This is an optimization exercise on Yosys and OpenROAD, whose aim is small area and a short achievable clock period, not a production implementation. Where RTL was checked, it was by simulation tests only, not by an equivalence proof against the original. For runs 6 to 8, only the layout was checked, not whether the RTL still works. Power figures rest on the tool's default switching activity, not on a simulated workload.

**flow/run.sh**
```bash
#!/bin/bash
# synth_recipe.tcl (not shown) runs the flow's synth.tcl, then flattens the netlist and writes it again
# the make line also repeats each setting of config.mk as NAME=value (left out here)
make -C /OpenROAD-flow-scripts/flow DESIGN_CONFIG=/design/flow/config.mk WORK_HOME=/design/flow/orfs CLKGATE_MAP_FILE= SYNTH_SCRIPT=/design/flow/synth_recipe.tcl finish
```
**flow/config.mk**
```make
export PLATFORM = sky130hd
export DESIGN_NAME = CONV
export DESIGN_NICKNAME = CONV
export VERILOG_FILES = /design/flow/design.v
export SDC_FILE = /design/flow/constraint.sdc
export NUM_CORES = 4
export LEC_CHECK = 0
export CAP_MARGIN = 20
export CORE_MARGIN = 2
export CORE_UTILIZATION = 40
export SLEW_MARGIN = 20
```
**flow/constraint.sdc**
```tcl
create_clock -name core_clock -period 10.0 [get_ports {clk}]
set_input_delay 2.0000 -clock core_clock [delete_from_list [all_inputs] [get_ports {clk}]]
set_output_delay 2.0000 -clock core_clock [all_outputs]
set_load 0.01 [all_outputs]
```
**flow/design.v**
```verilog
module CONV(
 input wire reset,  
 input wire clk,  
 input wire signed [7: 0] CONV_iData0,  
 input wire signed [7: 0] CONV_iData1,  
 output reg signed [15: 0] CONV_oData  
);
parameter LengthOfConv = 8;  
parameter InState = 4'b0001,ConvState = 4'b0010,OutState = 4'b0100,ClrState = 4'b1000;
reg signed [7:0] CONV_iData0reg[LengthOfConv - 1:0];
reg signed [7:0] CONV_iData1reg[LengthOfConv - 1:0];
reg [15:0] CONV_oDatareg[2*LengthOfConv - 2:0];
reg [7: 0] index_input;  
reg [7: 0] index_conv;
reg [7: 0] index_conv2;  
reg [7: 0] index_output;  
reg [7: 0] index_clr;  
reg [3:0] state,nextstate;
wire signed [7:0] conv_a = CONV_iData0reg[index_conv2[2:0]];
wire signed [7:0] conv_b = CONV_iData1reg[index_conv[2:0]];
wire signed [15:0] conv_prod = conv_a * conv_b;
wire conv_valid = (index_conv2 < LengthOfConv) && (index_conv < LengthOfConv);
wire [7:0] conv_idx = index_conv2 + index_conv;
integer i;
always @ (posedge clk)
begin
	if(reset == 0)
	begin
		for (i = 0; i < 2*LengthOfConv - 1; i = i + 1)
			CONV_oDatareg[i] <= 16'b0;
		index_input <= 8'b0;
		index_conv	<= 8'b0;
		index_conv2 <= 8'b0;
		index_output<= 8'b0;
		index_clr <= 8'b0;
		state <= InState;
		nextstate <= ConvState;
		CONV_oData <= 0;
	end
	else
	begin
		 if (state == InState)  
		begin
			begin
				CONV_iData0reg[index_input[2:0]] <= CONV_iData0;
				CONV_iData1reg[index_input[2:0]] <= CONV_iData1;
				index_input <= index_input + 8'b1;
				 CONV_oData <= 0;  
			end
			if(index_input >= LengthOfConv - 1)
			begin
				index_input <= 8'b0;
				state <= nextstate;
				nextstate  <= OutState;
			end
		end
		 if (state == ConvState)  
		begin
			  CONV_oData <= 0;  
			 if (conv_valid)
				CONV_oDatareg[conv_idx] <= CONV_oDatareg[conv_idx] + conv_prod;
			 if (index_conv2 == LengthOfConv)  
			begin
				index_conv2 <= 8'b0;
				index_conv <= index_conv + 8'b1;
			end
			else
				index_conv2 <= index_conv2 + 8'b1;
			if(index_conv  == LengthOfConv )
			begin
				index_conv <= 8'b0;
				index_conv2 <= 8'b0;
				state <= nextstate;
				nextstate  <= ClrState;
			end
		end
		 if (state == OutState)  
		begin
			CONV_oData <= CONV_oDatareg[index_output];
			index_output <= index_output + 8'b1;
			 if (index_output == LengthOfConv * 2-2)
			begin
				 index_output <= 8'b0;
				state <= nextstate;
				nextstate  <= InState;
			end
		end
		 if (state == ClrState)  
		begin
			 CONV_oData <= 0;  
			if (index_clr < LengthOfConv * 2 - 1)
				CONV_oDatareg[index_clr] <= 0;
			index_clr<= index_clr + 8'b1;
			if(index_clr  == LengthOfConv * 2 - 1 )
			begin
				index_clr <= 8'b0;
				state <= nextstate;
				nextstate  <= ConvState;
			end
		end
	end
end
endmodule
```
==> results of run 1 <==
[layer usage]
layer,routed length (um),track usage,vias to the layer above
li1,-,-,6485
met1,26100,0.273,7643
met2,30700,0.338,517
met3,3790,0.0287,117
met4,2020,0.0736,0
met5,0,0,-
[worst paths after layout]
path	from	to	slack [ps]
min	nextstate[0]	nextstate[0]	470
min reg2reg	nextstate[0]	nextstate[0]	470
max reg2reg	index_conv2[0]	CONV_oDatareg[3][15]	1960
max	index_conv2[0]	CONV_oDatareg[3][15]	1960
[flip-flops by register name, summed over array words and instances, names as in the netlist, named ones only]
name,cells
state,4
CONV_oDatareg,256
nextstate,4
CONV_iData1reg,64
CONV_iData0reg,64
index_clr,8
index_input,8
index_conv2,8
index_conv,8
CONV_oData,16
index_output,8
[synth_stat cells, types with 32 or more instances]
master / n / area, um2
fa_1: 72 / 1440
edfxtp_1: 384 / 11500
buf_2: 35 / 175
nor3_1: 32 / 160
mux4_2: 176 / 3960
ha_1: 48 / 601
inv_1: 89 / 334
dfxtp_1: 74 / 1480
clkbuf_1: 53 / 199
a21oi_1: 36 / 180
nor2_1: 316 / 1190
nand2_1: 175 / 657
[power breakdown]
part / internal [mW] / switching (mW)
sequential: 2.19 / 0.0275
combinational: 0.658 / 1.57
clock: 0.976 / 0.773
[critical path, cell delays in order, from the launching register on]
cell and delay, ps:
dfxtp_1 400, ha_4 210, fa_4 1240, buf_4 500
mux4_2 270, nand2_1 70, nand2_1 90, a21oi_1 120
fa_1 580, inv_1 50, fa_1 500, inv_1 60
fa_1 540, inv_1 60, fa_1 380, fa_1 460
ha_1 360, o21a_1 200, a2111oi_2 90, o31ai_1 350
a21o_1 190, a21oi_2 80, xnor2_2 800, nor3_1 100
[through the flow]
| stage | total power [mW] | utilization |
|---|---|---|
| 2_1_floorplan | 3.90 | - |
| 3_3_place_gp | 4.45 | 0.428 |
| 3_5_place_dp | 4.47 | 0.428 |
| 4_1_cts | 6.23 | 0.454 |
| 5_1_grt | 6.54 | 0.454 |
| 6_report | 6.19 | 0.454 |
[cells by family (layout without fill, tap and decap cells)]
family | count (synthesis) | in the layout | synth area share
buffers and inverters | 184 | 253 | 0.0312
flip-flops | 458 | 458 | 0.542
AND/OR/NAND/NOR | 636 | 636 | 0.116
XOR/XNOR | 49 | 49 | 0.0193
adder cells (fa/ha/maj) | 120 | 120 | 0.0851
AO/OA/AOI/OAI | 109 | 109 | 0.0310
multiplexers | 198 | 198 | 0.175
[layout make-up]
class	count	area, um2
Clock buffer	66	1310
Clock inverter	23	209
Fill cell	5195	32300
Inverter	90	338
Multi-Input combinational cell	1112	10400
Sequential cell	458	13000
Tap cell	773	967
Timing Repair Buffer	74	658
==> run_results.csv, run 1 <==
group,metric,value,unit
floorplan,io_pins,34,
grt,grt_pass1_vias,15200,
synthesis,ys_warn_count,1,
floorplan,die-area,62000,um2
place,dpl.hpwl,40800,um
layout,nNetsFinal,1922,
critical_path,crit_type,"reg -> reg",
synthesis,synth-seq-cells,458,
timing,fin_skew,37.7,ps
timing,maxSlewHeadroom,0.257,
floorplan,rows,89,
timing,finalHoldViolations,0,
floorplan,die_width,249,um
grt,grt_pass1_wl,94700,um
routing,first_iter_violations,1470,
synthesis,ys_dominant_reg_cell,"edfxtp_1",
routing,wl,62600,um
clock_tree,path_clk_slew,60,ps
critical_path,arrival,8350,ps
layout,mostFrequentLayoutCells,"edfxtp_1 (384), nor2_1 (316), mux4_2 (176)",
routing,ant_nets,0,
synthesis,synth_cells,1754,
critical_path,cp-end-kind,"flip-flop",
timing,rsz0062_at_grt,"no",
floorplan,core-area,59100,um2
synthesis,synth_edf_count,384,
clock_tree,cts-hold-fix-buffers,0,
grt,grt_max_degree,65,
worst_hold_path,hold_depth,2,
grt,grt_overflow,0,
place,dp_cells,2507,
grt,grt_usage,0.203,
clock_tree,cts_buffer_depth,3,
layout,stdcell_area,26900,um2
critical_path,startpoint_type,"flip-flop",
timing,finalSetupViolCount,0,
place,globalplace.congestion,0.796,
synthesis,syn_area,24000,um2
layout,layout_commonest_cell,"edfxtp_1",
synthesis,synthesis.nets,1892,
routing,wl_per_cell,24.1,um
routing,drc,0,
clock_tree,cts_sinks,458,
timing,timing.fmax,124,MHz
layout,num_antenna_cells,0,
pwr,peakVddDrop,0.484,mV
routing,viasPerCell,5.69,
synthesis,avgSynthCellArea,13.7,um2
layout,final_layout_size_suffix_gt1_frac,0.188,
critical_path,r2r_cells,23,
layout,syn_to_final_growth,11.9,%
synthesis,yosysSeqAreaShare,0.542,
outcome,status,"complete, no violations",
floorplan,start_util,0.406,
timing,fin_ws,1960,ps
routing,vias,14800,
place,placed_cell_area,25300,um2
clock_tree,cts_resized,0,
clock_tree,htreeDepth,2,
synthesis,async_flop_share,0,
place,io_buffers,33,
clock_tree,cts_inserted_buffers,48,
pwr,p_leak,9.29,nW
clock_tree,cts_tree,"done",
place,post-place-ws,2020,ps
timing,slew_violations,0,
job,cap_violations,0,
timing,setup_tns,0,ps
worst_hold_path,hold_class,"reg -> reg",
timing,timing.hold.ws,469,ps
timing,tightest_slew,1110,ps
clock_tree,postCtsSetupBuffers,0,
timing,fin_crit,8040,ps
timing,min_period_over_period,0.804,
floorplan,fp.dieH,249,um
clock_tree,root_buffer,"clkbuf_16",
synthesis,ys_types,66,
critical_path,required,10310,ps
routing,dr.pass1.iters,7,
pwr,p_per_area,231,nW/um2
grt,antenna_found_initial,0,
clock_tree,worstSkewPairLatency,610,ps
layout,fin_cells,2596,
critical_path,crit_fanout,43,
==> run 2, diff against run 1 <==
==> flow/design.v (replaced) <==
module CONV(
 input wire reset,  
 input wire clk,  
 input wire signed [7: 0] CONV_iData0,  
 input wire signed [7: 0] CONV_iData1,  
 output reg signed [15: 0] CONV_oData  
);
reg [6:0] cnt;           
reg [3:0] ii;            
reg [2:0] jj;            
reg signed [7:0] ra [0:8];   
reg [15:0] rl [0:7];     
reg [15:0] ru [0:7];     
reg signed [7:0] bj;     
reg [15:0] prod;         
wire signed [7:0] a_tap = ra[6];
wire signed [15:0] mul = a_tap * bj;
reg v_d, up_d, clr_d;    
wire load = (cnt < 7'd8);
wire in_block = (cnt >= 7'd7) && (cnt <= 7'd77);
wire valid = in_block && (ii != 4'd8);
wire upper = ({1'b0, ii} + {2'b0, jj}) >= 5'd8;
wire clear = (jj == 3'd0) || (ii == 4'd7);
wire [15:0] sel = up_d ? ru[7] : rl[7];
wire [15:0] sum = (clr_d ? 16'd0 : sel) + prod;
integer s;
always @(posedge clk) begin
	if (reset == 0) begin
		cnt <= 7'd0;
		v_d <= 1'b0;
		CONV_oData <= 16'd0;
	end else begin
		cnt <= (cnt == 7'd111) ? 7'd0 : cnt + 7'd1;
		v_d <= valid;
		if (cnt >= 7'd81 && cnt <= 7'd88)
			CONV_oData <= rl[0];
		else if (cnt >= 7'd89 && cnt <= 7'd95)
			CONV_oData <= ru[0];
		else
			CONV_oData <= 16'd0;
	end
	if (cnt == 7'd6) begin
		ii <= 4'd0;
		jj <= 3'd0;
	end else if (ii == 4'd8) begin
		ii <= 4'd0;
		jj <= jj + 3'd1;
	end else
		ii <= ii + 4'd1;
	up_d <= upper;
	clr_d <= clear;
	if (cnt == 7'd6 || ii == 4'd8)
		bj <= ru[5][7:0];
	prod <= mul;
	ra[0] <= load ? CONV_iData0 : ra[8];
	for (s = 1; s < 9; s = s + 1)
		ra[s] <= ra[s-1];
	for (s = 1; s < 8; s = s + 1) begin
		rl[s] <= rl[s-1];
		ru[s] <= ru[s-1];
	end
	rl[0] <= (v_d && !up_d) ? sum : rl[7];
	ru[0] <= load ? {ru[7][15:8], CONV_iData1} : (v_d && up_d) ? sum : ru[7];
end
endmodule
==> run 2 against run 1 <==
Critical path type unchanged; still clean; via count shrank 55%; clock skew shrank 20 ps; flip-flop and latch count shrank 73.
==> run_results.csv, run 2 <==
group,metric,value,unit
outcome,status,"complete, no violations",
synthesis,avgSynthCellArea,12.4,um2
critical_path,r2r_cells,16,
routing,dr.pass1.iters,4,
routing,first_iter_violations,246,
routing,wl_met2,8820,um
synthesis,synth_edf_count,8,
critical_path,startpoint_type,"flip-flop",
layout,syn_to_final_growth,17.1,%
timing,slew_violations,0,
clock_tree,root_buffer,"clkbuf_16",
pwr,p_per_area,303,nW/um2
synthesis,synth.area.top_cells,"dfxtp_1 (60%), fa_1 (9.1%), ha_1 (5.5%), inv_1 (2.9%), and2_1 (2.0%)",
floorplan,die-area,32800,um2
synthesis,yosysSeqAreaShare,0.621,
clock_tree,cts-hold-fix-buffers,0,
pwr,finalPower,4.46,mW
synthesis,yosys.area.top_type_share,0.601,
timing,fin_crit,4670,ps
critical_path,cp-end-kind,"flip-flop",
routing,dr_wl_met3,617,um
layout,final_layout_size_suffix_gt1_frac,0.0847,
synthesis,ys_types,52,
clock_tree,cts_resized,0,
layout,multi_input_area,4320,um2
floorplan,die_width,181,um
layout,mostFrequentLayoutCells,"dfxtp_1 (377), inv_1 (97), fa_1 (57)",
critical_path,crit_chain,"nand2_1 > inv_1 > fa_1 > inv_1 > fa_1 > inv_1 > fa_1 > inv_1 > fa_1 > inv_1 > ha_1 > or3_1 > a311oi_1 > o41ai_1 > a21oi_1 > xnor2_1",
synthesis,synth_top_area_cell,"dfxtp_1",
grt,antenna_found_initial,0,
worst_hold_path,worstHoldStart,"ra[5][1]",
synthesis,synthesis.nets,1140,
timing,min_period_over_period,0.467,
critical_path,cpLargestDelayFamily,"adder cells",
timing,tightest_slew,1000,ps
synthesis,synth_cells,1010,
layout,stdcell_area,14700,um2
timing,fin_skew,18.1,ps
synthesis,ys_warn_count,4,
layout,final-seq-area,7790,um2
job,cap_violations,0,
routing,viasPerCell,4.42,
timing,finalHoldViolations,0,
routing,wl,20400,um
critical_path,required,10440,ps
floorplan,io_pins,34,
routing,wl_per_cell,13.7,um
clock_tree,htreeDepth,2,
layout,num_antenna_cells,0,
grt,grt_pass1_wl,34300,um
grt,grt_pass1_vias,6807,
routing,drc,0,
timing,timing.fmax,214,MHz
place,globalplace.congestion,0.789,
critical_path,critPathSlowestCell,"fa_1",
clock_tree,path_clk_slew,70,ps
critical_path,r2r_end,"prod[14]",
layout,fill_cells,2795,
routing,vias,6597,
synthesis,synth_most_common_cell,"dfxtp_1",
critical_path,rrSetupSlack,5330,ps
synthesis,ys_dominant_reg_cell,"dfxtp_1",
synthesis,syn_area,12500,um2
critical_path,crit_fanout,8,
layout,layout_commonest_cell,"dfxtp_1",
clock_tree,cts_buffer_depth,3,
critical_path,arrival,5120,ps
clock_tree,cts_tree,"done",
worst_hold_path,hold_depth,0,
critical_path,path_common_cell,"inv_1",
place,dpl.hpwl,14200,um
critical_path,cpPeakStageDelay,600,ps
synthesis,synth-seq-cells,385,
floorplan,start_util,0.408,
clock_tree,cts_sinks,385,
layout,finalCoreUtilization,0.478,
timing,setup_tns,0,ps
synthesis,synth_common_cells,"dfxtp_1 (377), inv_1 (97), fa_1 (57)",
grt,grt_usage,0.131,
critical_path,r2r-start,"bj[2]",
routing,top_layer_used,"met4",
timing,finalSetupViolCount,0,
worst_hold_path,min_delay_worst_endpoint,"ra[6][1]",
timing,maxSlewHeadroom,0.329,
grt,grt_max_degree,29,
floorplan,rows,64,
critical_path,crit_type,"reg -> reg",
layout,nNetsFinal,1197,
clock_tree,worstSkewPairLatency,530,ps
timing,rsz0062_at_grt,"no",
routing,ant_nets,0,
synthesis,async_flop_share,0,
pwr,p_leak,6.23,nW
routing,wl_met1,10200,um
floorplan,core-area,30700,um2
worst_hold_path,hold_class,"reg -> reg",
place,placed_cell_area,13300,um2
clock_tree,cts_inserted_buffers,39,
place,io_buffers,33,
clock_tree,postCtsSetupBuffers,0,
pwr,peakVddDrop,0.120,mV
floorplan,fp.dieH,181,um
grt,grt_overflow,0,
critical_path,critPathBufInv,5,
-- run 2: cell count changes after synthesis, moves of 13 or more --
cell      delta
a21oi_1     -13
dfxtp_1    +303
nor3_1      -25
nand2_1    -120
and2_1      +29
nor2_1     -273
fa_1        -15
o21ai_0     +30
buf_2       -27
edfxtp_1   -376
nor2b_1     +16
clkbuf_1    -42
mux4_2     -176
-- run 2: where the power goes --
| group | total, mW | internal (mW) | switching [mW] |
|---|---|---|---|
| Sequential | 1.75 | 1.67 | 0.0796 |
| Clock | 1.50 | 0.909 | 0.594 |
| Combinational | 1.21 | 0.555 | 0.658 |
-- run 2: worst max path at each step --
stage               slack [ps]  depth (start not counted)  start       end
floorplan                 5610                         15  bj[4]  prod[14]
CTS                       5290                         16  bj[2]  prod[14]
global placement          5390                         15  bj[4]  prod[14]
finish                    5330                         16  bj[2]  prod[14]
detailed placement        5320                         16  bj[2]  prod[14]
global route              5000                         16  bj[2]  prod[14]
-- run 2: cell families after synthesis --
group	share of synthesized area
AOI/OAI and AO/OA	0.0516
muxes	0.0258
adders and majority gates	0.146
buffers and inverters	0.0358
DFF	0.621
and+or+nand+nor	0.0932
xor gates and xnor gates	0.0272
-- run 2: cell type report --
cell class / count / area share
clock buffer: 50 / 0.0762
clock inverter: 22 / 0.0177
inverter: 97 / 0.0248
multi-input combinational: 508 / 0.294
sequential: 385 / 0.530
tap: 396 / 0.0337
timing repair buffer: 36 / 0.0240
-- run 2: through the flow --
step / setup slack (ps) / hold WS [ps] / std cells
2_1_floorplan: 5610 / 310 / 1010
3_3_place_gp: 5390 / 310 / 1422
3_5_place_dp: 5320 / 312 / 1422
4_1_cts: 5290 / 315 / 1494
5_1_grt: 5000 / 321 / 1494
6_report: 5330 / 314 / 1494
-- run 2: layer usage --
metal	GRT usage	vias to the layer above
met1	0.176	3094
met3	0.0262	48
met2	0.206	80
met5	0	-
li1	-	3375
met4	0.0553	0
==> run 3, diff against run 2 <==
--- a/flow/design.v
+++ b/flow/design.v
@@ -9,11 +9,35 @@
 reg [3:0] ii;            
 reg [2:0] jj;            
-reg signed [7:0] ra [0:8];   
+reg [7:0] ra [0:8];      
 reg [15:0] rl [0:7];     
 reg [15:0] ru [0:7];     
-reg signed [7:0] bj;     
-reg [15:0] prod;         
-wire signed [7:0] a_tap = ra[6];
-wire signed [15:0] mul = a_tap * bj;
+reg [7:0] bj;            
+reg [8:0] nb;            
+reg [15:0] ps, pc;       
+function [9:0] bpp;
+	input [2:0] x;
+	input [7:0] b;
+	input [8:0] n;
+	case (x)
+		3'b001, 3'b010: bpp = {{2{b[7]}}, b};
+		3'b011:         bpp = {b[7], b, 1'b0};
+		3'b100:         bpp = {n, 1'b0};
+		3'b101, 3'b110: bpp = {n[8], n};
+		default:        bpp = 10'd0;
+	endcase
+endfunction
+wire [7:0] a_tap = ra[6];
+wire [9:0] pp0 = bpp({a_tap[1:0], 1'b0}, bj, nb);
+wire [9:0] pp1 = bpp(a_tap[3:1], bj, nb);
+wire [9:0] pp2 = bpp(a_tap[5:3], bj, nb);
+wire [9:0] pp3 = bpp(a_tap[7:5], bj, nb);
+wire [15:0] r0 = {{6{pp0[9]}}, pp0};
+wire [15:0] r1 = {{4{pp1[9]}}, pp1, 2'b0};
+wire [15:0] r2 = {{2{pp2[9]}}, pp2, 4'b0};
+wire [15:0] r3 = {pp3, 6'b0};
+wire [15:0] s1 = r0 ^ r1 ^ r2;
+wire [15:0] c1 = {(r0[14:0] & r1[14:0]) | (r0[14:0] & r2[14:0]) | (r1[14:0] & r2[14:0]), 1'b0};
+wire [15:0] s2 = s1 ^ c1 ^ r3;
+wire [15:0] c2 = {(s1[14:0] & c1[14:0]) | (s1[14:0] & r3[14:0]) | (c1[14:0] & r3[14:0]), 1'b0};
 reg v_d, up_d, clr_d;    
 wire load = (cnt < 7'd8);
@@ -23,5 +47,8 @@
 wire clear = (jj == 3'd0) || (ii == 4'd7);
 wire [15:0] sel = up_d ? ru[7] : rl[7];
-wire [15:0] sum = (clr_d ? 16'd0 : sel) + prod;
+wire [15:0] base = clr_d ? 16'd0 : sel;
+wire [15:0] s3 = base ^ ps ^ pc;
+wire [15:0] c3 = {(base[14:0] & ps[14:0]) | (base[14:0] & pc[14:0]) | (ps[14:0] & pc[14:0]), 1'b0};
+wire [15:0] sum = s3 + c3;
 integer s;
 always @(posedge clk) begin
@@ -50,7 +77,10 @@
 	up_d <= upper;
 	clr_d <= clear;
-	if (cnt == 7'd6 || ii == 4'd8)
+	if (cnt == 7'd6 || ii == 4'd8) begin
 		bj <= ru[5][7:0];
-	prod <= mul;
+		nb <= 9'd0 - {ru[5][7], ru[5][7:0]};
+	end
+	ps <= s2;
+	pc <= c2;
 	ra[0] <= load ? CONV_iData0 : ra[8];
 	for (s = 1; s < 9; s = s + 1)
--- a/flow/config.mk
+++ b/flow/config.mk
@@ -8,4 +8,4 @@
 export CAP_MARGIN = 20
 export CORE_MARGIN = 2
-export CORE_UTILIZATION = 40
+export CORE_UTILIZATION = 70
 export SLEW_MARGIN = 20
==> run 3 against run 2 <==
Synthesized cell count grew 10%; critical path depth fell by 15; worst setup slack improved by 1300 ps; total power is 6.7% lower; final cell count fell by 6.2%; die area shrank 40%; maximum frequency grew 37%; area after synthesis grew 4.0%; critical endpoint is now CONV_oData[6].
==> run_results.csv, run 3 <==
group,metric,value,unit
outcome,status,"complete, no violations",
synthesis,syn_area,13000,um2
synthesis,yosysSeqAreaShare,0.634,
floorplan,die_width,141,um
layout,final_layout_size_suffix_gt1_frac,0.0862,
timing,rsz0062_at_grt,"no",
grt,antenna_found_initial,0,
floorplan,die-area,19700,um2
grt,grt_pass1_vias,7840,
critical_path,worst-path-stages,1,
clock_tree,cts_tree,"done",
worst_hold_path,hold_class,"reg -> reg",
grt,grt_max_degree,40,
clock_tree,cts-hold-fix-buffers,0,
timing,finalHoldViolations,0,
critical_path,required,8000,ps
floorplan,fp.dieH,141,um
synthesis,synth_top_area_cell,"dfxtp_1",
clock_tree,htreeDepth,2,
synthesis,avgSynthCellArea,11.7,um2
clock_tree,cts_resized,0,
clock_tree,cts_sinks,405,
clock_tree,postCtsSetupBuffers,0,
synthesis,ys_dominant_reg_cell,"dfxtp_1",
clock_tree,worstSkewPairLatency,530,ps
grt,grt_pass1_wl,41000,um
synthesis,ys_types,60,
timing,setup_tns,0,ps
pwr,p_per_area,282,nW/um2
critical_path,crit_fanout,1,
clock_tree,path_clk_slew,60,ps
synthesis,synth.area.top_cells,"dfxtp_1 (60%), fa_1 (4.9%), edfxtp_1 (3.7%), ha_1 (3.5%), mux2i_1 (3.4%)",
clock_tree,cts_inserted_buffers,37,
place,dp_cells,1335,
critical_path,r2r-start,"up_d",
routing,drc,0,
critical_path,startpoint_type,"flip-flop",
synthesis,synth_cells,1113,
routing,vias,7650,
timing,fin_crit,3420,ps
pwr,p_leak,6.39,nW
critical_path,cpPeakStageDelay,570,ps
synthesis,synth_edf_count,16,
critical_path,r2r_end,"rl[0][14]",
timing,fin_skew,15.4,ps
layout,mostFrequentLayoutCells,"dfxtp_1 (388), inv_1 (110), nand2_1 (77)",
routing,first_iter_violations,444,
routing,ant_nets,0,
floorplan,start_util,0.719,
layout,nNetsFinal,1231,
critical_path,critPathSlowestCell,"clkdlybuf4s50_1",
layout,num_antenna_cells,0,
place,dpl.hpwl,15200,um
routing,wl_per_cell,18.1,um
timing,finalSetupViolCount,0,
synthesis,synth_most_common_cell,"dfxtp_1",
synthesis,yosys.area.top_type_share,0.597,
timing,maxSlewHeadroom,0.356,
synthesis,ys_warn_count,4,
critical_path,r2r_cells,12,
critical_path,cpLargestDelayFamily,"buffers and inverters",
place,globalplace.congestion,0.874,
critical_path,critPathBufInv,1,
worst_hold_path,min_delay_worst_endpoint,"ru[2][9]",
layout,fill_cells,1034,
critical_path,crit_chain,"clkdlybuf4s50_1",
layout,fin_cells,1401,
layout,layout_commonest_cell,"dfxtp_1",
routing,dr.pass1.iters,6,
critical_path,arrival,1420,ps
routing,viasPerCell,5.46,
timing,slew_violations,0,
timing,timing.fmax,292,MHz
floorplan,rows,49,
synthesis,synthesis.nets,1199,
pwr,peakVddDrop,0.209,mV
routing,wl,25300,um
worst_hold_path,hold_depth,0,
clock_tree,root_buffer,"clkbuf_16",
critical_path,cp-end-kind,"output pin",
floorplan,io_pins,34,
synthesis,synth-seq-cells,405,
critical_path,rrSetupSlack,6650,ps
synthesis,async_flop_share,0,
grt,grt_overflow,0,
job,cap_violations,0,
place,io_buffers,33,
worst_hold_path,worstHoldStart,"ru[1][9]",
clock_tree,cts_buffer_depth,3,
grt,grt_usage,0.267,
layout,syn_to_final_growth,13.0,%
critical_path,crit_type,"reg -> out",
floorplan,core-area,18100,um2
timing,tightest_slew,964,ps
timing,min_period_over_period,0.342,
synthesis,synth_common_cells,"dfxtp_1 (389), inv_1 (110), nand2_1 (77)",
[run 3: cell types whose count changed after synthesis, moves of 16 or more]
| cell | change |
|---|---|
| and2_1 | -39 |
| a21oi_1 | +35 |
| o21ai_1 | +27 |
| fa_1 | -25 |
| mux2i_1 | +24 |
| nand2_1 | +22 |
| ha_1 | -19 |
| a22o_1 | +18 |
| nor2b_1 | -16 |
[run 3: metrics by stage]
stage / setup slack (ps) / cell area [um2] / power, mW / util / hold WS (ps)
after CTS: 6560 / 14700 / 4.18 / 0.812 / 316
after global placement: 6610 / 13500 / 2.73 / 0.744 / 310
after global routing: 6530 / 14700 / 4.39 / 0.813 / 325
after floorplan: 6840 / 13000 / 2.54 / - / 310
final: 6580 / 14700 / 4.16 / 0.813 / 321
after detailed placement: 6540 / 13500 / 2.76 / 0.744 / 312
[run 3: worst max-delay path by stage]
stage	startpoint	to	slack (ps)
2_1_floorplan	up_d	rl[0][14]	6840
3_3_place_gp	reset	CONV_oData[13]	6610
3_5_place_dp	reset	CONV_oData[10]	6540
4_1_cts	CONV_oData[6]	CONV_oData[6]	6560
5_1_grt	CONV_oData[6]	CONV_oData[6]	6530
6_report	CONV_oData[6]	CONV_oData[6]	6580
[run 3: per-layer routing]
layer  track usage  share of wire  up-vias
met5             0              0        -
met4        0.0905          0.027        0
met3        0.0451          0.051       59
met2         0.455           0.49      219
met1         0.348           0.43     3644
li1              -              -     3728
[run 3: logic make-up after synthesis]
group                      synth area share
adders and majority gates            0.0836
and+or+nand+nor                      0.0736
buffers and inverters                0.0480
muxes                                0.0502
AOI/OAI and AO/OA                    0.0887
xor gates and xnor gates             0.0222
DFF                                   0.634
[run 3: cell type report]
type | count | area (um2) | area share
Clock buffer | 49 | 1020 | 0.0692
Clock inverter | 17 | 214 | 0.0145
Inverter | 110 | 413 | 0.0280
Multi-Input combinational cell | 551 | 4160 | 0.282
Sequential cell | 405 | 8270 | 0.561
Tap cell | 229 | 287 | 0.0194
Timing Repair Buffer | 40 | 383 | 0.0260
[run 3: report_power, final]
group | total [mW] | switching, mW | internal (mW)
clock | 1.41 | 0.586 | 0.828
combinational | 0.887 | 0.515 | 0.372
sequential | 1.86 | 0.0978 | 1.76
==> run 4, diff against run 3 <==
--- a/flow/config.mk
+++ b/flow/config.mk
@@ -9,3 +9,4 @@
 export CORE_MARGIN = 2
 export CORE_UTILIZATION = 70
+export CTS_BUF_LIST = sky130_fd_sc_hd__clkbuf_4
 export SLEW_MARGIN = 20
==> run 4 against run 3 <==
Clock skew is 38 ps higher; critical path depth is the same; flip-flop and latch count is the same; still clean on timing, DRC and antenna.
==> run_results.csv, run 4 <==
group,metric,value,unit
grt,use_met2,0.447,
critical_path,r2r_cells,12,
grt,grt_max_degree,40,
synthesis,synth-seq-cells,405,
worst_hold_path,min_delay_worst_endpoint,"rl[2][7]",
timing,fin_skew,53.7,ps
job,cap_violations,0,
floorplan,start_util,0.719,
place,globalplace.congestion,0.874,
timing,min_period_over_period,0.363,
grt,grt_overflow,0,
place,dpl.hpwl,15200,um
timing,finalHoldViolations,0,
floorplan,core-area,18100,um2
synthesis,synth_top_area_cell,"dfxtp_1",
floorplan,io_pins,34,
timing,rsz0062_at_grt,"no",
synthesis,synthesis.nets,1199,
routing,wl_per_cell,16.7,um
critical_path,rrSetupSlack,6750,ps
layout,syn_to_final_growth,12.7,%
timing,slew_violations,0,
critical_path,worst-path-stages,1,
pwr,p_per_area,273,nW/um2
grt,antenna_found_initial,1,
clock_tree,postCtsSetupBuffers,0,
clock_tree,path_clk_slew,80,ps
routing,first_iter_violations,558,
timing,timing.hold.ws,294,ps
layout,fill_cells,1084,
layout,nNetsFinal,1285,
grt,grt_busiest_layer,"met2",
synthesis,syn_area,13000,um2
floorplan,die_width,141,um
floorplan,rows,49,
synthesis,synth.area.top_cells,"dfxtp_1 (60%), fa_1 (4.9%), edfxtp_1 (3.7%), ha_1 (3.5%), mux2i_1 (3.4%)",
clock_tree,root_buffer,"clkbuf_4",
layout,final_layout_size_suffix_gt1_frac,0.151,
critical_path,critPathBufInv,1,
grt,met1_usage,0.338,
critical_path,crit_type,"reg -> out",
synthesis,ys_dominant_reg_cell,"dfxtp_1",
timing,tightest_slew,933,ps
pwr,p_leak,6.49,nW
critical_path,crit_chain,"clkdlybuf4s50_1",
floorplan,die-area,19700,um2
critical_path,cpPeakStageDelay,550,ps
grt,grt_usage,0.267,
synthesis,async_flop_share,0,
clock_tree,cts_sinks,405,
grt,grtUsageMet3,0.0574,
critical_path,crit_fanout,1,
place,io_buffers,33,
routing,ant_nets,0,
layout,mostFrequentLayoutCells,"dfxtp_1 (388), clkbuf_4 (135), inv_1 (110)",
synthesis,ys_warn_count,4,
grt,grt_pass1_vias,8107,
clock_tree,cts_inserted_buffers,91,
routing,drc,0,
pwr,peakVddDrop,0.236,mV
clock_tree,cts_tree,"done",
routing,wl,25100,um
timing,maxSlewHeadroom,0.377,
critical_path,startpoint_type,"flip-flop",
critical_path,critPathSlowestCell,"clkdlybuf4s50_1",
clock_tree,htreeDepth,3,
critical_path,arrival,1630,ps
synthesis,synth_most_common_cell,"dfxtp_1",
synthesis,avgSynthCellArea,11.7,um2
worst_hold_path,worstHoldStart,"rl[1][7]",
outcome,status,"complete, no violations",
timing,setup_tns,0,ps
worst_hold_path,hold_class,"reg -> reg",
synthesis,ys_types,60,
critical_path,r2r-start,"up_d",
synthesis,synth_edf_count,16,
critical_path,cp-end-kind,"output pin",
clock_tree,worstSkewPairLatency,720,ps
routing,dr.pass1.iters,6,
clock_tree,cts_buffer_depth,3,
critical_path,required,8000,ps
grt,grt_pass1_wl,40900,um
synthesis,synth_cells,1113,
synthesis,yosysSeqAreaShare,0.634,
timing,timing.fmax,275,MHz
synthesis,synth_common_cells,"dfxtp_1 (389), inv_1 (110), nand2_1 (77)",
timing,finalSetupViolCount,0,
critical_path,r2r_end,"rl[0][15]",
floorplan,fp.dieH,141,um
synthesis,yosys.area.top_type_share,0.597,
critical_path,cpLargestDelayFamily,"buffers and inverters",
worst_hold_path,hold_depth,0,
layout,layout_commonest_cell,"dfxtp_1",
routing,viasPerCell,5.30,
clock_tree,cts_resized,0,
clock_tree,cts-hold-fix-buffers,0,
timing,fin_crit,3630,ps
routing,vias,7958,
run 4: changes by cell type in the layout (fill, tap and decap cells not counted), moves of 3 or more:
cell       delta
clkbuf_8      -5
clkinv_1     +16
clkbuf_1      -7
clkbuf_16    -37
bufinv_16     -3
clkbuf_4    +135
run 4: cell families after synthesis:
logic type,synth area share
flops,0.634
simple gates,0.0736
compound gates,0.0887
buf+inv,0.0480
fa+ha+maj,0.0836
mux,0.0502
xor+xnor,0.0222
run 4: per-layer routing:
| metal | vias up | wire length [um] | part of all wire |
|---|---|---|---|
| met5 | - | 0 | 0 |
| li1 | 3900 | - | - |
| met1 | 3732 | 10900 | 0.43 |
| met2 | 259 | 12100 | 0.48 |
| met3 | 67 | 1310 | 0.052 |
| met4 | 0 | 845 | 0.034 |
run 4: worst max path at each step:
stage,to,start,slack [ps]
4_1_cts,CONV_oData[11],CONV_oData[11],6300
3_3_place_gp,CONV_oData[13],reset,6610
3_5_place_dp,CONV_oData[10],reset,6540
2_1_floorplan,rl[0][14],up_d,6840
5_1_grt,CONV_oData[11],CONV_oData[11],6290
6_report,CONV_oData[11],CONV_oData[11],6370
run 4: stage by stage:
stage	instances	instance area [um2]	setup slack (ps)	power, mW	util
4_1_cts	1501	14700	6300	4.05	0.810
5_1_grt	1502	14700	6290	4.27	0.810
2_1_floorplan	1113	13000	6840	2.54	-
3_3_place_gp	1335	13500	6610	2.73	0.744
3_5_place_dp	1335	13500	6540	2.76	0.744
6_report	1502	14700	6370	4.02	0.810
run 4: layout make-up:
type / count / area, um2 / area share
diodes: 1 / 2.50 / 0.000170
well taps: 229 / 287 / 0.0195
multi-input cells: 551 / 4160 / 0.283
repair buffers: 40 / 383 / 0.0260
flip-flops and latches: 405 / 8270 / 0.562
clock buffers: 135 / 1010 / 0.0689
clock inverters: 31 / 181 / 0.0123
inverters: 110 / 413 / 0.0281
run 4: power by group:
part           switching, mW  total, mW  internal, mW
Clock                  0.627       1.28         0.655
Sequential            0.0969       1.86          1.76
Combinational          0.507      0.877         0.370
==> run 5, diff against run 4 <==
--- a/flow/config.mk
+++ b/flow/config.mk
@@ -8,5 +8,4 @@
 export CAP_MARGIN = 20
 export CORE_MARGIN = 2
-export CORE_UTILIZATION = 70
-export CTS_BUF_LIST = sky130_fd_sc_hd__clkbuf_4
+export CORE_UTILIZATION = 40
 export SLEW_MARGIN = 20
==> run 5 against run 4 <==
Area after synthesis did not move; still clean on timing, DRC and antenna; critical endpoint is now CONV_oData[15]; global-route usage is 13 points lower; clock skew is 16 ps lower; flip-flop and latch count unchanged.
==> run_results.csv, run 5 <==
group,metric,value,unit
routing,wl,22400,um
synthesis,avgSynthCellArea,11.7,um2
synthesis,synth_edf_count,16,
synthesis,ys_types,60,
floorplan,die_width,185,um
timing,timing.fmax,293,MHz
synthesis,ys_dominant_reg_cell,"dfxtp_1",
routing,vias,7358,
critical_path,cpPeakStageDelay,550,ps
critical_path,crit_chain,"clkdlybuf4s50_1",
critical_path,cp-end-kind,"output pin",
timing,maxSlewHeadroom,0.380,
place,dp_cells,1550,
critical_path,crit_type,"reg -> out",
critical_path,startpoint_type,"flip-flop",
routing,ant_nets,0,
clock_tree,htreeDepth,2,
routing,viasPerCell,4.54,
timing,rsz0062_at_grt,"no",
critical_path,crit_fanout,1,
timing,setup_tns,0,ps
critical_path,arrival,1420,ps
worst_hold_path,hold_class,"reg -> reg",
timing,finalSetupViolCount,0,
synthesis,synth_most_common_cell,"dfxtp_1",
place,io_buffers,33,
routing,wl_per_cell,13.8,um
timing,min_period_over_period,0.342,
critical_path,rrSetupSlack,6820,ps
pwr,finalPower,4.19,mW
place,dpl.hpwl,15100,um
clock_tree,postCtsSetupBuffers,0,
critical_path,crit_end,"CONV_oData[15]",
critical_path,worst-path-stages,1,
timing,tightest_slew,929,ps
critical_path,critPathSlowestCell,"clkdlybuf4s50_1",
routing,dr.pass1.iters,4,
timing,fin_skew,37.9,ps
clock_tree,worstSkewPairLatency,540,ps
synthesis,synthesis.nets,1199,
grt,antenna_found_initial,0,
clock_tree,cts_sinks,405,
clock_tree,path_clk_slew,70,ps
synthesis,syn_area,13000,um2
pwr,peakVddDrop,0.126,mV
critical_path,r2r_cells,12,
layout,fill_cells,2933,
critical_path,critPathBufInv,1,
clock_tree,cts-hold-fix-buffers,0,
pwr,p_per_area,277,nW/um2
grt,grt_usage,0.137,
clock_tree,cts_inserted_buffers,41,
critical_path,cpLargestDelayFamily,"buffers and inverters",
synthesis,synth.area.top_cells,"dfxtp_1 (60%), fa_1 (4.9%), edfxtp_1 (3.7%), ha_1 (3.5%), mux2i_1 (3.4%)",
grt,grt_pass1_vias,7083,
floorplan,core-area,32300,um2
floorplan,rows,66,
layout,layout_commonest_cell,"dfxtp_1",
clock_tree,root_buffer,"clkbuf_16",
routing,drc,0,
layout,fin_cells,1620,
floorplan,io_pins,34,
clock_tree,cts_resized,0,
timing,fin_crit,3420,ps
worst_hold_path,worstHoldStart,"ru[6][11]",
synthesis,synth_cells,1113,
synthesis,ys_warn_count,4,
synthesis,synth_top_area_cell,"dfxtp_1",
timing,slew_violations,0,
critical_path,crit_start,"CONV_oData[15]",
critical_path,required,8000,ps
synthesis,synth_common_cells,"dfxtp_1 (389), inv_1 (110), nand2_1 (77)",
timing,finalHoldViolations,0,
place,globalplace.congestion,0.832,
synthesis,yosys.area.top_type_share,0.597,
floorplan,start_util,0.404,
critical_path,r2r-start,"up_d",
layout,nNetsFinal,1237,
clock_tree,cts_buffer_depth,3,
grt,grt_overflow,0,
floorplan,die-area,34100,um2
critical_path,r2r_end,"rl[0][14]",
synthesis,yosysSeqAreaShare,0.634,
layout,syn_to_final_growth,16.0,%
clock_tree,cts_tree,"done",
grt,grt_max_degree,40,
floorplan,fp.dieH,185,um
job,cap_violations,0,
synthesis,async_flop_share,0,
layout,mostFrequentLayoutCells,"dfxtp_1 (388), inv_1 (110), nand2_1 (77)",
pwr,p_leak,6.45,nW
layout,final_layout_size_suffix_gt1_frac,0.0942,
layout,num_antenna_cells,0,
outcome,status,"complete, no violations",
routing,first_iter_violations,418,
synthesis,synth-seq-cells,405,
grt,grt_pass1_wl,36400,um
run 5: worst min path at each step:
stage	end	cells past startpoint
floorplan	ra[1][0]	0
global placement	ra[5][7]	0
detailed placement	ra[1][7]	0
CTS	ru[7][11]	0
global route	ru[7][11]	0
finish	ru[7][11]	0
run 5: layer usage:
layer,vias up,share of wire,global-route usage
li1,3728,-,-
met1,3422,0.47,0.181
met2,141,0.45,0.215
met3,67,0.044,0.0298
met4,0,0.037,0.0605
met5,-,0,0
run 5: stage by stage:
stage | setup WS (ps) | utilization | instance area (um2) | hold slack, ps
final | 6580 | 0.469 | 15100 | 301
after global routing | 6520 | 0.469 | 15100 | 308
after CTS | 6540 | 0.469 | 15100 | 305
after detailed placement | 6570 | 0.427 | 13800 | 312
after global placement | 6590 | 0.427 | 13800 | 310
after floorplan | 6840 | - | 13000 | 310
run 5: final cells by class:
cell class | instances | area (um2) | area share
repair buffers | 42 | 398 | 0.0263
flip-flops and latches | 405 | 8270 | 0.547
well taps | 442 | 553 | 0.0365
multi-input cells | 551 | 4160 | 0.275
clock inverters | 18 | 189 | 0.0125
inverters | 110 | 413 | 0.0273
clock buffers | 52 | 1150 | 0.0760
run 5: kinds of logic after synthesis:
| family | count (synthesis) | synth area share |
|---|---|---|
| AO/OA/AOI/OAI | 185 | 0.0887 |
| adder cells (fa/ha/maj) | 68 | 0.0836 |
| buffers and inverters | 157 | 0.0480 |
| XOR/XNOR | 33 | 0.0222 |
| AND/OR/NAND/NOR | 204 | 0.0736 |
| flip-flops | 405 | 0.634 |
| multiplexers | 61 | 0.0502 |
run 5: worst reg2reg max path: cells and delay by family (launching register included):
kind	cells	cell delay, ps
AOI/OAI and AO/OA	5	960
xor gates and xnor gates	1	190
adders and majority gates	2	840
buffers and inverters	2	350
DFF	1	310
muxes	1	130
and+or+nand+nor	1	290
run 5: power breakdown:
part           leakage, nW  internal, mW  total, mW  switching [mW]
Clock                0.657         0.872       1.48           0.608
Sequential            3.34          1.76       1.85          0.0854
Combinational         2.45         0.364      0.863           0.499
Total                 6.45          3.00       4.19            1.19
==> run 6, diff against run 5 <==
--- a/flow/design.v
+++ b/flow/design.v
@@ -40,12 +40,12 @@
 wire [15:0] s2 = s1 ^ c1 ^ r3;
 wire [15:0] c2 = {(s1[14:0] & c1[14:0]) | (s1[14:0] & r3[14:0]) | (c1[14:0] & r3[14:0]), 1'b0};
-reg v_d, up_d, clr_d;    
+reg v_d, up_d, zu_d;     
 wire load = (cnt < 7'd8);
 wire in_block = (cnt >= 7'd7) && (cnt <= 7'd77);
 wire valid = in_block && (ii != 4'd8);
 wire upper = ({1'b0, ii} + {2'b0, jj}) >= 5'd8;
-wire clear = (jj == 3'd0) || (ii == 4'd7);
+wire zero_u = (ii == 4'd0);     
 wire [15:0] sel = up_d ? ru[7] : rl[7];
-wire [15:0] base = clr_d ? 16'd0 : sel;
+wire [15:0] base = sel;
 wire [15:0] s3 = base ^ ps ^ pc;
 wire [15:0] c3 = {(base[14:0] & ps[14:0]) | (base[14:0] & pc[14:0]) | (ps[14:0] & pc[14:0]), 1'b0};
@@ -76,5 +76,5 @@
 		ii <= ii + 4'd1;
 	up_d <= upper;
-	clr_d <= clear;
+	zu_d <= zero_u;
 	if (cnt == 7'd6 || ii == 4'd8) begin
 		bj <= ru[5][7:0];
@@ -90,6 +90,6 @@
 		ru[s] <= ru[s-1];
 	end
-	rl[0] <= (v_d && !up_d) ? sum : rl[7];
-	ru[0] <= load ? {ru[7][15:8], CONV_iData1} : (v_d && up_d) ? sum : ru[7];
+	rl[0] <= load ? 16'd0 : (v_d && !up_d) ? sum : rl[7];
+	ru[0] <= load ? {ru[7][15:8], CONV_iData1} : (v_d && up_d) ? sum : (v_d && zu_d) ? 16'd0 : ru[7];
 end
 endmodule
--- a/flow/config.mk
+++ b/flow/config.mk
@@ -8,4 +8,7 @@
 export CAP_MARGIN = 20
 export CORE_MARGIN = 2
-export CORE_UTILIZATION = 40
+export CORE_UTILIZATION = 70
+export CTS_BUF_LIST = sky130_fd_sc_hd__clkbuf_16
+export CTS_CLUSTER_DIAMETER = 50
+export CTS_CLUSTER_SIZE = 20
 export SLEW_MARGIN = 20
==> run 6 against run 5 <==
Via count is 3.2% higher; worst hold slack better by 22 ps; non-clock buffer count fell by 3; die area shrank 42%; area after synthesis fell by 0.54%; combinational power down 8.8%; wire length rose by 9.3%; highest routed layer unchanged.
==> run_results.csv, run 6 <==
group,metric,value,unit
critical_path,required,10510,ps
clock_tree,cts_tree,"done",
synthesis,ys_warn_count,4,
synthesis,avgSynthCellArea,11.9,um2
synthesis,synth_edf_count,16,
critical_path,startpoint_type,"flip-flop",
synthesis,async_flop_share,0,
grt,grt_pass1_vias,7556,
clock_tree,cts_sinks,405,
pwr,p_leak,5.96,nW
place,dpl.hpwl,15700,um
timing,rsz0062_at_grt,"no",
routing,ant_nets,0,
synthesis,synth-seq-cells,405,
grt,grt_usage,0.255,
clock_tree,cts-hold-fix-buffers,0,
clock_tree,cts_resized,0,
clock_tree,postCtsSetupBuffers,0,
timing,timing.fmax,265,MHz
layout,final_layout_size_suffix_gt1_frac,0.0717,
layout,syn_to_final_growth,11.2,%
routing,wl_per_cell,18.0,um
critical_path,cp-end-kind,"flip-flop",
floorplan,rows,49,
synthesis,yosysSeqAreaShare,0.637,
synthesis,synth_common_cells,"dfxtp_1 (389), nand2_1 (106), inv_1 (57)",
synthesis,synth_top_area_cell,"dfxtp_1",
clock_tree,cts_inserted_buffers,30,
grt,grt_max_degree,43,
timing,finalHoldViolations,0,
timing,setup_tns,0,ps
synthesis,syn_area,13000,um2
pwr,p_per_area,265,nW/um2
floorplan,start_util,0.718,
synthesis,synth_most_common_cell,"dfxtp_1",
timing,min_period_over_period,0.377,
routing,viasPerCell,5.59,
timing,timing.hold.ws,323,ps
routing,dr.pass1.iters,5,
critical_path,crit_fanout,21,
floorplan,die_width,140,um
clock_tree,cts_buffer_depth,3,
routing,drc,0,
synthesis,synth.area.top_cells,"dfxtp_1 (60%), fa_1 (4.9%), edfxtp_1 (3.7%), ha_1 (3.4%), nand2_1 (3.1%)",
critical_path,crit_type,"reg -> reg",
synthesis,ys_types,59,
clock_tree,root_buffer,"clkbuf_16",
layout,fill_cells,1076,
grt,antenna_found_initial,0,
layout,nNetsFinal,1198,
grt,grt_overflow,0,
job,cap_violations,0,
clock_tree,worstSkewPairLatency,570,ps
timing,maxSlewHeadroom,0.315,
pwr,peakVddDrop,0.182,mV
synthesis,synthesis.nets,1176,
floorplan,die-area,19600,um2
clock_tree,path_clk_slew,80,ps
floorplan,io_pins,34,
timing,slew_violations,0,
floorplan,fp.dieH,140,um
place,io_buffers,33,
critical_path,arrival,4280,ps
layout,mostFrequentLayoutCells,"dfxtp_1 (389), nand2_1 (106), inv_1 (60)",
floorplan,core-area,18100,um2
timing,fin_crit,3770,ps
synthesis,ys_dominant_reg_cell,"dfxtp_1",
timing,tightest_slew,1030,ps
clock_tree,htreeDepth,1,
worst_hold_path,hold_class,"reg -> reg",
routing,first_iter_violations,500,
synthesis,synth_cells,1091,
layout,multi_input_area,4300,um2
grt,grt_pass1_wl,39400,um
layout,num_antenna_cells,0,
layout,layout_commonest_cell,"dfxtp_1",
synthesis,yosys.area.top_type_share,0.600,
place,globalplace.congestion,0.867,
layout,final-seq-area,8270,um2
routing,vias,7591,
routing,wl,24500,um
timing,finalSetupViolCount,0,
timing,fin_skew,14.6,ps
outcome,status,"complete, no violations",
run 6: changes by cell type after synthesis, sizes merged, moves of 6 or more:
cell	before	now
nand2	77	106
nor2b	11	28
a22o	18	4
mux4	2	8
a22oi	1	21
clkbuf	26	35
o21ai	53	32
mux2i	44	17
buf	21	14
or2	13	1
inv	110	57
run 6: worst max-delay path, stage by stage, from the launching register on:
cell,delay (ps)
dfxtp_1,1000
mux2_2,420
ha_1,270
ha_1,180
inv_1,60
fa_1,410
nor2b_1,180
o2111ai_1,170
a21oi_1,260
o21bai_1,160
or4_1,480
nand3_1,90
run 6: cell type report:
class | count | share of cell area
multi-input cells | 580 | 0.298
flip-flops and latches | 405 | 0.573
repair buffers | 39 | 0.0260
clock buffers | 30 | 0.0520
inverters | 57 | 0.0148
clock inverters | 19 | 0.0160
well taps | 229 | 0.0199
run 6: final timing paths:
| check | cells after the start | end | startpoint | slack, ps |
|---|---|---|---|---|
| setup / recovery | 11 | rl[0][13] | up_d | 6230 |
| hold / removal | 0 | rl[5][5] | rl[4][5] | 320 |
| setup reg to reg | 11 | rl[0][13] | up_d | 6230 |
| hold reg to reg | 0 | rl[5][5] | rl[4][5] | 320 |
run 6: cell families after synthesis:
logic type	after synthesis	synth area share
flops	405	0.637
simple gates	259	0.0953
compound gates	180	0.0891
buf+inv	106	0.0318
fa+ha+maj	67	0.0831
mux	42	0.0420
xor+xnor	32	0.0216
run 6: through the flow:
step | worst slack, ps | utilization | cell area (um2) | power (mW) | std cells
finish | 6230 | 0.798 | 14400 | 3.82 | 1359
global route | 5980 | 0.798 | 14400 | 4.03 | 1359
CTS | 6270 | 0.798 | 14400 | 3.84 | 1359
detailed placement | 6350 | 0.743 | 13400 | 2.65 | 1310
global placement | 6380 | 0.743 | 13400 | 2.63 | 1310
floorplan | 6610 | - | 13000 | 2.46 | 1091
run 6: where the power goes:
| part | switching (mW) | internal, mW | total, mW |
|---|---|---|---|
| combinational | 0.449 | 0.338 | 0.787 |
| sequential | 0.110 | 1.74 | 1.85 |
| clock | 0.587 | 0.601 | 1.19 |
run 6: routing by layer:
layer / GRT usage / part of all wire / vias to the layer above
met3: 0.0468 / 0.055 / 64
met2: 0.408 / 0.46 / 206
met5: 0 / 0 / -
li1: - / - / 3699
met1: 0.352 / 0.45 / 3622
met4: 0.0957 / 0.035 / 0
==> run 7, diff against run 6 <==
--- a/flow/config.mk
+++ b/flow/config.mk
@@ -9,6 +9,6 @@
 export CORE_MARGIN = 2
 export CORE_UTILIZATION = 70
-export CTS_BUF_LIST = sky130_fd_sc_hd__clkbuf_16
-export CTS_CLUSTER_DIAMETER = 50
-export CTS_CLUSTER_SIZE = 20
+export CTS_BUF_LIST = sky130_fd_sc_hd__clkbuf_8
+export CTS_CLUSTER_DIAMETER = 40
+export CTS_CLUSTER_SIZE = 16
 export SLEW_MARGIN = 20
==> run 7 against run 6 <==
Non-clock buffer count did not move; flip-flop and latch count did not move; area after synthesis did not move; clock skew rose by 3.0 ps; sequential share of layout area rose by 0.90 points; total power fell by 5.8%; die area did not move; synthesized cell count did not move; register-to-register slack barely moved; critical path depth did not move; largest power group unchanged; highest routed layer unchanged.
==> run_results.csv, run 7 <==
group,metric,value,unit
outcome,status,"complete, no violations",
clock_tree,path_clk_slew,100,ps
critical_path,path_common_cell,"ha_1",
critical_path,r2r-start,"up_d",
clock_tree,postCtsSetupBuffers,0,
synthesis,synthMuxAreaShare,0.0420,
floorplan,start_util,0.718,
critical_path,crit_type,"reg -> reg",
clock_tree,worstSkewPairLatency,540,ps
synthesis,yosysSeqAreaShare,0.637,
critical_path,r2r_end,"rl[0][13]",
clock_tree,cts_inserted_buffers,37,
floorplan,fp.dieH,140,um
synthesis,yosys.area.top_type_share,0.600,
worst_hold_path,min_delay_worst_endpoint,"ra[5][1]",
pwr,p_per_area,254,nW/um2
synthesis,synth_top_area_cell,"dfxtp_1",
grt,grt_pass1_wl,38000,um
worst_hold_path,hold_class,"reg -> reg",
critical_path,arrival,4250,ps
worst_hold_path,hold_depth,0,
routing,wl,23500,um
clock_tree,root_buffer,"clkbuf_8",
grt,grt_usage,0.247,
critical_path,cpLargestDelayFamily,"flip-flops",
pwr,p_leak,5.89,nW
clock_tree,htreeDepth,2,
clock_tree,cts_sinks,405,
clock_tree,cts_tree,"done",
floorplan,core-area,18100,um2
critical_path,critPathSlowestCell,"dfxtp_1",
synthesis,synth_edf_count,16,
place,dpl.hpwl,15700,um
synthesis,synth_fa_ha_area_frac,0.0831,
timing,rsz0062_at_grt,"no",
critical_path,cpPeakStageDelay,990,ps
floorplan,die_width,140,um
layout,final-seq-area,8270,um2
timing,finalHoldViolations,0,
layout,num_antenna_cells,0,
synthesis,synth-seq-cells,405,
critical_path,critPathBufInv,1,
layout,finalCoreUtilization,0.785,
critical_path,worst-path-stages,11,
floorplan,io_pins,34,
synthesis,syn_area,13000,um2
layout,layout_commonest_cell,"dfxtp_1",
place,globalplace.congestion,0.867,
routing,viasPerCell,5.51,
grt,grt_overflow,0,
floorplan,rows,49,
clock_tree,cts_buffer_depth,3,
synthesis,synth_most_common_cell,"dfxtp_1",
critical_path,cp-end-kind,"flip-flop",
critical_path,crit_fanout,21,
place,io_buffers,33,
grt,grt_max_degree,43,
layout,multi_input_area,4300,um2
synthesis,synth.area.top_cells,"dfxtp_1 (60%), fa_1 (4.9%), edfxtp_1 (3.7%), ha_1 (3.4%), nand2_1 (3.1%)",
critical_path,startpoint_type,"flip-flop",
routing,dr.pass1.iters,6,
synthesis,synth_compound_area_frac,0.0891,
routing,ant_nets,0,
layout,syn_to_final_growth,9.44,%
timing,maxSlewHeadroom,0.333,
pwr,finalPower,3.60,mW
synthesis,synth_top_family_by_area,"simple AND/OR/NAND/NOR gates",
synthesis,ys_dominant_reg_cell,"dfxtp_1",
job,cap_violations,0,
synthesis,synth_xor_area_frac,0.0216,
routing,wl_per_cell,17.1,um
layout,fill_cells,1120,
critical_path,required,10480,ps
synthesis,ys_types,59,
layout,final_layout_size_suffix_gt1_frac,0.0822,
grt,grt_pass1_vias,7340,
synthesis,synthSimpleGateAreaFrac,0.0953,
pwr,peakVddDrop,0.208,mV
clock_tree,cts_resized,0,
timing,min_period_over_period,0.377,
synthesis,async_flop_share,0,
synthesis,synthesis.nets,1176,
worst_hold_path,worstHoldStart,"ra[4][1]",
timing,setup_tns,0,ps
timing,tightest_slew,999,ps
synthesis,synth_cells,1091,
critical_path,rrSetupSlack,6230,ps
synthesis,avgSynthCellArea,11.9,um2
routing,vias,7572,
floorplan,die-area,19600,um2
synthesis,ys_warn_count,4,
timing,fin_crit,3770,ps
clock_tree,cts-hold-fix-buffers,0,
layout,nNetsFinal,1205,
grt,antenna_found_initial,0,
timing,finalSetupViolCount,0,
synthesis,synth_common_cells,"dfxtp_1 (389), nand2_1 (106), inv_1 (57)",
layout,mostFrequentLayoutCells,"dfxtp_1 (389), nand2_1 (106), inv_1 (62)",
critical_path,r2r_cells,11,
critical_path,crit_chain,"mux2_2 > ha_1 > ha_1 > inv_1 > fa_1 > nor2b_1 > o2111ai_1 > a21oi_1 > o21bai_1 > or4_1 > nand3_1",
routing,first_iter_violations,587,
timing,fin_skew,17.6,ps
timing,slew_violations,0,
timing,timing.fmax,265,MHz
routing,drc,0,
## run 7: power breakdown
part           internal, mW  leakage, nW  total, mW  switching (mW)
sequential             1.74         3.34       1.84           0.107
combinational         0.337         2.13      0.783           0.446
clock                 0.432        0.411      0.975           0.543
## run 7: cell type report
cell class | instances | share of cell area
Tap cell | 229 | 0.0202
Multi-Input combinational cell | 580 | 0.303
Sequential cell | 405 | 0.582
Clock buffer | 42 | 0.0407
Clock inverter | 21 | 0.0128
Inverter | 57 | 0.0151
Timing Repair Buffer | 39 | 0.0264
## run 7: how the worst max path moves through the flow
stage,from,to,slack (ps)
after floorplan,up_d,rl[0][15],6610
after global placement,up_d,rl[0][13],6380
after detailed placement,up_d,rl[0][13],6350
after CTS,up_d,rl[0][13],6280
after global routing,up_d,rl[0][13],6010
final,up_d,rl[0][13],6230
## run 7: cells by family after synthesis
family,Yosys count
AOI/OAI and AO/OA,180
buffers and inverters,106
xor gates and xnor gates,32
muxes,42
adders and majority gates,67
and+or+nand+nor,259
DFF,405
## run 7: worst reg2reg max path, delay by kind of cell (launching register included)
kind | cells | cell delay [ps]
buf+inv | 1 | 60
compound gates | 3 | 620
fa+ha+maj | 3 | 860
simple gates | 3 | 760
mux | 1 | 430
flops | 1 | 990
## run 7: stage by stage
| stage | area, um2 | worst slack [ps] | hold WS [ps] | cells |
|---|---|---|---|---|
| 3_5_place_dp | 13400 | 6350 | 312 | 1310 |
| 2_1_floorplan | 13000 | 6610 | 310 | 1091 |
| 4_1_cts | 14200 | 6280 | 323 | 1373 |
| 5_1_grt | 14200 | 6010 | 321 | 1373 |
| 3_3_place_gp | 13400 | 6380 | 310 | 1310 |
| 6_report | 14200 | 6230 | 323 | 1373 |
## run 7: layer usage
layer  up-vias  track usage  routed length [um]  part of all wire
met4         0       0.0898                 728             0.031
met1      3566        0.346               10800              0.46
met2       225        0.386               10700              0.45
li1       3722            -                   -                 -
met3        59       0.0485                1370             0.058
met5         -            0                   0                 0
==> run 8, diff against run 7 <==
--- a/flow/config.mk
+++ b/flow/config.mk
@@ -6,4 +6,5 @@
 export NUM_CORES = 4
 export LEC_CHECK = 0
+export ABC_CLOCK_PERIOD_IN_PS = 2500
 export CAP_MARGIN = 20
 export CORE_MARGIN = 2
==> run 8 against run 7 <==
Maximum frequency did not move; worst setup slack did not move; critical path depth stayed put; clock skew unchanged; die area stayed put; synthesized cell count did not move; sequential share of layout area is the same; via count stayed put; worst hold slack did not move; total power unchanged; count of clock-buffer cells in the layout unchanged; wire length did not move; critical endpoint unchanged.
==> run_results.csv, run 8 <==
group,metric,value,unit
outcome,status,"complete, no violations",
place,dpl.hpwl,15700,um
clock_tree,cts_inserted_buffers,37,
clock_tree,cts_sinks,405,
routing,ant_nets,0,
layout,syn_to_final_growth,9.44,%
critical_path,r2r_cells,11,
critical_path,startpoint_type,"flip-flop",
critical_path,crit_type,"reg -> reg",
synthesis,yosys.area.top_type_share,0.600,
place,io_buffers,33,
grt,grt_busiest_layer,"met2",
floorplan,rows,49,
synthesis,synth_edf_count,16,
synthesis,syn_area,13000,um2
layout,layout_commonest_cell,"dfxtp_1",
synthesis,synthesis.nets,1176,
layout,stdcell_area,14200,um2
floorplan,core-area,18100,um2
layout,fill_cells,1120,
layout,final_layout_size_suffix_gt1_frac,0.0822,
routing,dr.pass1.iters,6,
synthesis,synth_most_common_cell,"dfxtp_1",
clock_tree,postCtsSetupBuffers,0,
layout,multi_input_area,4300,um2
critical_path,crit_fanout,21,
critical_path,r2r_end,"rl[0][13]",
layout,finalCoreUtilization,0.785,
synthesis,synth.area.top_cells,"dfxtp_1 (60%), fa_1 (4.9%), edfxtp_1 (3.7%), ha_1 (3.4%), nand2_1 (3.1%)",
critical_path,arrival,4250,ps
clock_tree,path_clk_slew,100,ps
timing,maxSlewHeadroom,0.333,
clock_tree,cts-hold-fix-buffers,0,
pwr,peakVddDrop,0.208,mV
layout,nNetsFinal,1205,
grt,grt_max_degree,43,
routing,first_iter_violations,587,
critical_path,required,10480,ps
floorplan,die_width,140,um
layout,final-seq-area,8270,um2
floorplan,die-area,19600,um2
timing,rsz0062_at_grt,"no",
timing,setup_tns,0,ps
critical_path,rrSetupSlack,6230,ps
grt,grtUsageMet3,0.0485,
synthesis,ys_dominant_reg_cell,"dfxtp_1",
clock_tree,worstSkewPairLatency,540,ps
job,cap_violations,0,
critical_path,r2r-start,"up_d",
floorplan,start_util,0.718,
timing,finalHoldViolations,0,
clock_tree,cts_tree,"done",
critical_path,cp-end-kind,"flip-flop",
critical_path,crit_end,"rl[0][13]",
worst_hold_path,hold_class,"reg -> reg",
routing,drc,0,
grt,grt_overflow,0,
routing,wl,23500,um
synthesis,yosysSeqAreaShare,0.637,
timing,fin_skew,17.6,ps
place,globalplace.congestion,0.867,
timing,min_period_over_period,0.377,
clock_tree,cts_resized,0,
grt,antenna_found_initial,0,
synthesis,async_flop_share,0,
synthesis,synth_cells,1091,
floorplan,io_pins,34,
critical_path,crit_start,"up_d",
grt,grt_pass1_vias,7340,
place,placed_cell_area,13400,um2
clock_tree,cts_buffer_depth,3,
synthesis,ys_warn_count,4,
synthesis,avgSynthCellArea,11.9,um2
grt,use_met2,0.386,
routing,wl_per_cell,17.1,um
floorplan,fp.dieH,140,um
timing,timing.fmax,265,MHz
grt,met1_usage,0.346,
clock_tree,htreeDepth,2,
layout,mostFrequentLayoutCells,"dfxtp_1 (389), nand2_1 (106), inv_1 (62)",
synthesis,synth_top_area_cell,"dfxtp_1",
synthesis,synth_common_cells,"dfxtp_1 (389), nand2_1 (106), inv_1 (57)",
pwr,p_per_area,254,nW/um2
timing,slew_violations,0,
worst_hold_path,hold_depth,0,
timing,finalSetupViolCount,0,
routing,vias,7572,
timing,tightest_slew,999,ps
pwr,p_leak,5.89,nW
grt,grt_usage,0.247,
routing,viasPerCell,5.51,
layout,num_antenna_cells,0,
clock_tree,root_buffer,"clkbuf_8",
timing,fin_crit,3770,ps
grt,grt_pass1_wl,38000,um
synthesis,ys_types,59,
synthesis,synth-seq-cells,405,
run 8: power breakdown:
part | total (mW) | switching [mW] | internal, mW
Sequential | 1.84 | 0.107 | 1.74
Clock | 0.975 | 0.543 | 0.432
Combinational | 0.783 | 0.446 | 0.337
run 8: logic make-up after synthesis:
| family | after synthesis | share of synthesized area |
|---|---|---|
| AO/OA/AOI/OAI | 180 | 0.0891 |
| XOR/XNOR | 32 | 0.0216 |
| adder cells (fa/ha/maj) | 67 | 0.0831 |
| buffers and inverters | 106 | 0.0318 |
| flip-flops | 405 | 0.637 |
| multiplexers | 42 | 0.0420 |
| AND/OR/NAND/NOR | 259 | 0.0953 |
run 8: per-stage QoR:
stage          setup WS (ps)  hold slack [ps]  cells  total power, mW
2_1_floorplan           6610              310   1091             2.46
3_3_place_gp            6380              310   1310             2.63
3_5_place_dp            6350              312   1310             2.65
4_1_cts                 6280              323   1373             3.62
5_1_grt                 6010              321   1373             3.80
6_report                6230              323   1373             3.60
run 8: worst min path at each step:
stage,startpoint,slack (ps),end
2_1_floorplan,ra[0][0],310,ra[1][0]
6_report,ra[4][1],320,ra[5][1]
3_3_place_gp,ru[3][3],310,ru[4][3]
4_1_cts,rl[5][6],320,rl[6][6]
3_5_place_dp,ra[0][1],310,ra[1][1]
5_1_grt,ra[2][7],320,ra[3][7]
run 8: area by class of cell:
class | count | area share
Multi-Input combinational cell | 580 | 0.303
Timing Repair Buffer | 39 | 0.0264
Tap cell | 229 | 0.0202
Clock inverter | 21 | 0.0128
Clock buffer | 42 | 0.0407
Inverter | 57 | 0.0151
Sequential cell | 405 | 0.582
run 8: routing by layer:
layer  wire, um  vias to the layer above
met1      10800                     3566
li1           -                     3722
met2      10700                      225
met5          0                        -
met4        728                        0
met3       1370                       59
run 8: worst max-delay path: stages (launching register included):
cell and delay (ps):
dfxtp_1 990, mux2_2 420, ha_1 270, ha_1 180
inv_1 60, fa_1 410, nor2b_1 190, o2111ai_1 180
a21oi_1 270, o21bai_1 170, or4_1 480, nand3_1 90

[separate check: timing with driven ports]
No port has a modelled driver above. Below, the same layouts with a new extraction and two added sets of constraints.
Step 1 (the two cells are an assumption about what drives the block):
set clk [get_ports {clk}]
set_driving_cell -lib_cell sky130_fd_sc_hd__clkbuf_16 $clk
set_driving_cell -lib_cell sky130_fd_sc_hd__buf_2 [delete_from_list [all_inputs] $clk]
Step 2, shift: input delay + t, output delay - t, t = (earliest + latest rising clock arrival at the registers) / 2. This alone moves slack from input paths to output paths.
a / b / c = ideal / step 1 / step 2; a / b = the first two.
run | t (ns) | setup WS [ns] | pins driven straight from the clock port
run 1 | 0.647 | 1.965 / 1.965 / 1.965 | 1
run 2 | 0.565 | 5.327 / 5.327 / 5.327 | 1
run 3 | 0.564 | 6.580 / 6.534 / 6.434 | 1
run 4 | 0.738 | 6.367 / 6.327 / 6.431 | 1
run 5 | 0.566 | 6.583 / 6.533 / 6.568 | 1
run 6 | 0.608 | 6.226 / 6.226 / 6.226 | 1
run 7 | 0.577 | 6.225 / 6.225 / 6.225 | 1
run 8 | 0.577 | 6.225 / 6.225 / 6.225 | 1
After both steps setup and hold are still met in every run listed. The setup slack of run 3, which loses most, moves by -0.046 ns with the drivers and by -0.146 ns with both steps.
